Background: an optimization exercise with open tools, aiming at small area and a short achievable clock period. Do not read the settings as production practice.
No run shown here included a check of the RTL's function; only the layout flow was run.
No activity file was given, so power comes from the tool's default toggle rates.

==> flow/design.v (outline; a module is shown in full before it is edited, if it fits) <==
// module MULTI_32bit: 4003 lines
// module MULTI_32bit_fa: 6 lines
// module MULTI_32bit_enc: 7 lines
// module MULTI_32bit_c42: 9 lines
// module MULTI_32bit_c42n: 8 lines
// module MULTI_32bit_pp: 5 lines
// module MULTI_32bit_ha: 6 lines
module MULTI_32bit(clk, rst, A, B, F);
  // ...
==> flow/flow/run.sh <==
#!/bin/bash
# The standard layout, but with port buffers of a plain buffer cell
# (buffer_ports otherwise picks a delay cell, clkdlybuf4s50_1).
set -euo pipefail
export BUFFER_PORTS_ARGS="-buffer_cell sky130_fd_sc_hd__buf_4"
bash standard.sh > make_finish.log 2>&1
==> flow/standard.sh <==
#!/bin/bash
# synth_recipe.tcl (not shown) runs the flow's synth.tcl, then flattens the netlist and writes it again
# the make line also repeats each setting of config.mk as NAME=value (left out here)
make -C /OpenROAD-flow-scripts/flow DESIGN_CONFIG=/design/flow/config.mk WORK_HOME=/design/flow/orfs CLKGATE_MAP_FILE= SYNTH_SCRIPT=/design/flow/synth_recipe.tcl "${@:-finish}"
==> flow/config.mk <==
export PLATFORM = sky130hd
export DESIGN_NAME = MULTI_32bit
export DESIGN_NICKNAME = MULTI_32bit
export VERILOG_FILES = /design/flow/design.v
export SDC_FILE = /design/flow/constraint.sdc
export NUM_CORES = 4
export LEC_CHECK = 0
export ABC_CLOCK_PERIOD_IN_PS = 2500
export CAP_MARGIN = 20
export CORE_MARGIN = 2
export CORE_UTILIZATION = 40
export CTS_BUF_LIST = sky130_fd_sc_hd__clkbuf_8
export SETUP_SLACK_MARGIN = 4.3
export SLEW_MARGIN = 20
export SYNTH_HIERARCHICAL = 1
export SYNTH_MINIMUM_KEEP_SIZE = 0
==> flow/constraint.sdc <==
create_clock -name core_clock -period 7.0 [get_ports {clk}]
set_input_delay 1.4000 -clock core_clock [delete_from_list [all_inputs] [get_ports {clk}]]
set_output_delay 1.4000 -clock core_clock [all_outputs]
set_load 0.01 [all_outputs]
==> results.sh, run 1 <==
export IMPL_syn_inst=1863
export IMPL_wire_per_inst_um=23.38
export IMPL_powerDensity_mw_per_mm2=457.9
export IMPL_synth_seq_area_share=0.3554
export IMPL_cts_setup_buffers=16
export IMPL_crit_chain="buf_6 > inv_1 > nand3_1 > o21ai_4 > a22o_1 > fa_1"
export IMPL_non_clock_buffer_area_share=0.04413
export IMPL_fin_ws_ps=4263
export IMPL_timing_fmax_mhz=365.4
export IMPL_mostFrequentLayoutCells="dfxtp_1 (388), a22o_1 (297), xor2_1 (269)"
export IMPL_rr_worst_depth=5
export IMPL_cts_hold_buf=0
export IMPL_outcome="complete, no violations"
export IMPL_drv_slew=0
export IMPL_synth_edf_count=0
export IMPL_slew_headroom=0.5667
export IMPL_fillers=4912
export IMPL_power_frac_seq=0.304
export IMPL_cp_required_ps=7480
export IMPL_clk_pin_slew_worst_paths_ps=60
export IMPL_synth_top_area_frac=0.3554
export IMPL_first_pass_iters=5
export IMPL_dr_max_layer_used="met4"
export IMPL_path_buf_inv=2
export IMPL_synth_top_flop_cell="dfxtp_1"
export IMPL_cp_end_kind="flop"
export IMPL_crit_fanout=32
export IMPL_ys_ff_latch=397
export IMPL_nMultiInputCombCells=1319
export IMPL_vdd_drop_max_mv=0.2196
export IMPL_antenna_found_initial=0
export IMPL_finalWirelength_um=65590
export IMPL_netlist_top_cells_area="dfxtp_1 (36%), fa_1 (23%), a22o_1 (12%), xor2_1 (11%), ha_1 (6.2%)"
export IMPL_worstHoldStart="r1_e[4]"
==> run 2, diff against run 1 <==
--- a/flow/config.mk
+++ b/flow/config.mk
@@ -10,7 +10,8 @@
 export CORE_MARGIN = 2
 export CORE_UTILIZATION = 40
 export CTS_BUF_LIST = sky130_fd_sc_hd__clkbuf_8
-export SETUP_SLACK_MARGIN = 4.3
+export SETUP_SLACK_MARGIN = 4.5
 export SLEW_MARGIN = 20
 export SYNTH_HIERARCHICAL = 1
 export SYNTH_MINIMUM_KEEP_SIZE = 0
+export TNS_END_PERCENT = 10
==> results.sh, run 2 <==
export IMPL_gp_congestion=0.8834
export IMPL_synth_seq_area_share=0.3554
export IMPL_cts_buffers=70
export IMPL_max_flop_register="F"
export IMPL_fin_crit_ps=2740
export IMPL_cp_start_kind="input pin"
export IMPL_layout_commonest_cell="dfxtp_1"
export IMPL_slew_headroom=0.5812
export IMPL_grt_overflow_total=0
export IMPL_die_h_um=240.4
export IMPL_syn_inst=1863
export IMPL_netlist_top_cells_area="dfxtp_1 (36%), fa_1 (23%), a22o_1 (12%), xor2_1 (11%), ha_1 (6.2%)"
export IMPL_worst_slew_pin_slew_ps=628.2
export IMPL_first_iter_violations=1561
export IMPL_cp_end_kind="flop"
export IMPL_root_buffer="clkbuf_8"
export IMPL_finalSetupTns_ps=0
export IMPL_worst_path_largest_cell_delay_ps=540
export IMPL_hold_path_class="reg2reg"
export IMPL_setup_viol=0
export IMPL_async_flop_share=0
export IMPL_timing_final_crit_share=0.3914
export IMPL_grt_pass1_vias=16200
export IMPL_start_util=0.4051
export IMPL_fp_row_count=86
export IMPL_cts_tree="built"
export IMPL_final_antenna_net_count=0
export IMPL_largestRegisters="F: 32 flops, r1_e: 8 flops, r2_e: 8 flops"
export IMPL_arrival_ps=3240
export IMPL_clock_skew_ps=40.74
export IMPL_vias=15560
export IMPL_synth_edf_count=0
export IMPL_synth_top_area_cell="dfxtp_1"
export IMPL_crit_family="adder cells"
export IMPL_first_pass_iters=6
export IMPL_clk_pin_slew_worst_paths_ps=60
export IMPL_grtUsageTotal=0.2306
export IMPL_cp_required_ps=7500
export IMPL_synth_common_cells="dfxtp_1 (397), a22o_1 (297), xor2_1 (269)"
export IMPL_synthToLayoutAreaGrowth_pct=18.96
export IMPL_core_area_mm2=0.05520
export IMPL_htree_levels=3
export IMPL_ys_warn_count=7
export IMPL_wire_per_inst_um=23.49
export IMPL_largest_reg_flops=32
export IMPL_syn_area_per_cell_um2=12.00
export IMPL_cts_sinks=397
export IMPL_synth_top_flop_cell="dfxtp_1"
export IMPL_cts_hold_buf=0
export IMPL_final_core_util=0.4819
export IMPL_synth_cell_types=60
export IMPL_crit_fanout=33
export IMPL_power_total_uw=12190
export IMPL_powerDensity_mw_per_mm2=458.4
export IMPL_timing_fmax_mhz=365.0
export IMPL_vdd_drop_max_mv=0.1970
export IMPL_grt_start_max_net_pins=34
export IMPL_yosysMostFrequentCell="dfxtp_1"
export IMPL_finalWirelength_um=66240
export IMPL_dp_slack_ps=3319
export IMPL_crit_slowest_cell="fa_1"
export IMPL_dp_hpwl_um=45580
export IMPL_placement_io_buffers=96
export IMPL_outcome="complete, no violations"
export IMPL_grt_pass1_wl_um=99020
export IMPL_final_hold_viol_count=0
export IMPL_drc=0
export IMPL_path_buf_inv=2
export IMPL_leakagePower_uw=0.01162
export IMPL_avgViaCountPerCell=5.517
export IMPL_mostFrequentLayoutCells="dfxtp_1 (373), a22o_1 (297), xor2_1 (269)"
export IMPL_dieArea_mm2=0.05781
export IMPL_antenna_found_initial=1
export IMPL_die_w_um=240.4
export IMPL_drv_cap=0
export IMPL_crit_chain="clkbuf_8 > inv_1 > nand3_1 > o21ai_4 > a22o_1 > fa_1"
export IMPL_nets=2448
export IMPL_io_pins=98
export IMPL_rsz0062_at_grt="yes"
export IMPL_synthesis_nets=2295
export IMPL_clockBufferDepth=3
export IMPL_drv_slew=0
export IMPL_drive_gt1_frac=0.1811
export IMPL_path_class="in2reg"
export IMPL_fin_ws_ps=4260
export IMPL_synth_top_area_frac=0.3554
export IMPL_ys_ff_latch=397
export IMPL_netlist_area_mm2=0.02236
export IMPL_clock_latency_ps=670
[run 2: cell count changes in the layout (fill, tap and decap cells not counted), sizes merged, moves of 2 or more]
cell    delta
o21ai      +2
buf        +6
bufinv     +2
inv        +6
or2        -3
[run 2: metrics by stage]
step / area [um2] / instances / hold slack (ps)
after floorplan: 22850 / 1863 / 309.6
after global routing: 26600 / 2820 / 321.7
after detailed placement: 23910 / 2640 / 312.1
after CTS: 26280 / 2810 / 318.6
after global placement: 23910 / 2640 / 310.2
final: 26600 / 2820 / 311.3
[run 2: final timing paths]
kind / to / from / cells after the start / slack [ps]
min reg2reg: r2_e[1] / r1_e[1] / 0 / 310
max: r1_c27_7 / B[17] / 6 / 4260
max reg2reg: r2_p20 / r1_c19_2 / 5 / 4310
min: r2_e[1] / r1_e[1] / 0 / 310
[run 2: cell type report]
cell class | instances | area (um2)
Clock buffer | 83 | 1142
Antenna cell | 1 | 2.502
Clock inverter | 44 | 374.1
Timing Repair Buffer | 135 | 1272
Sequential cell | 397 | 7990
Tap cell | 748 | 935.9
Multi-Input combinational cell | 1319 | 14540
Fill cell | 4903 | 28600
Inverter | 93 | 349.1
[run 2: where the power goes]
part	internal, uW	switching, uW	leakage [uW]
Sequential	3140	541	0.00334
Combinational	2920	3280	0.00744
Clock	1310	1010	0.000846
Total	7370	4830	0.0116
[run 2: cell families after synthesis]
| family | count (synthesis) | share of synthesized area |
|---|---|---|
| adder cells (fa/ha/maj) | 366 | 0.2904 |
| buffers and inverters | 162 | 0.02831 |
| AO/OA/AOI/OAI | 452 | 0.1597 |
| multiplexers | 20 | 0.01136 |
| XOR/XNOR | 293 | 0.1148 |
| flip-flops | 397 | 0.3554 |
| AND/OR/NAND/NOR | 173 | 0.04001 |
[run 2: repair_timing]
| action | CTS | global route |
|---|---|---|
| gates cloned | 17 | 1 |
| pin swaps | 24 | 19 |
| resized for setup | 98 | 60 |
| setup buffers | 26 | 8 |
| setup endpoints to repair | 298 | 271 |
[run 2: per-layer routing]
metal	global-route usage	part of all wire	routed length [um]	vias to the layer above
met1	0.3057	0.43	28600	7851
met4	0.09486	0.038	2488	0
met5	0	0	0	-
li1	-	-	-	6876
met2	0.3664	0.46	30200	691
met3	0.04845	0.075	4956	140
[run 2: modules after synthesis (local to each module, per instance)]
| module | copies in the design | cells |
|---|---|---|
| MULTI_32bit | 1 | 1281 |
| MULTI_32bit_fa | 254 | 1 |
| MULTI_32bit_ha | 31 | 1 |
| MULTI_32bit_pp | 297 | 1 |
[run 2: worst reg2reg max path: cells and delay by family, from the launching register on]
| kind | cells | cell delay [ps] |
|---|---|---|
| fa+ha+maj | 5 | 2170 |
| flops | 1 | 360 |

[static timing again, ports no longer ideal]
Ports are ideal in the flow. The routed layouts listed here were re-timed in OpenROAD. Step 1, drivers: a clkbuf_16 drives clk and a buf_2 each remaining input, both assumed. Step 2 also shifts input and output timing later by t, the mid clock arrival at the registers, as if the neighbouring blocks saw the same clock. Three values: ideal ports, drivers, drivers and shift; two values: the first two.
run	t (ns)	setup WS [ns]	slew at the worst register clock pin (ns)	worst data-port slew with drivers (ns)
run 1	0.686	4.263 / 4.270 / 3.588	0.07 / 0.07	0.11
run 2	0.703	4.260 / 4.274 / 3.571	0.07 / 0.07	0.09
After both steps every run listed still meets setup and hold. For run 2, which loses most, drivers alone change the setup slack by +0.014 ns; drivers and shift together by -0.689 ns.
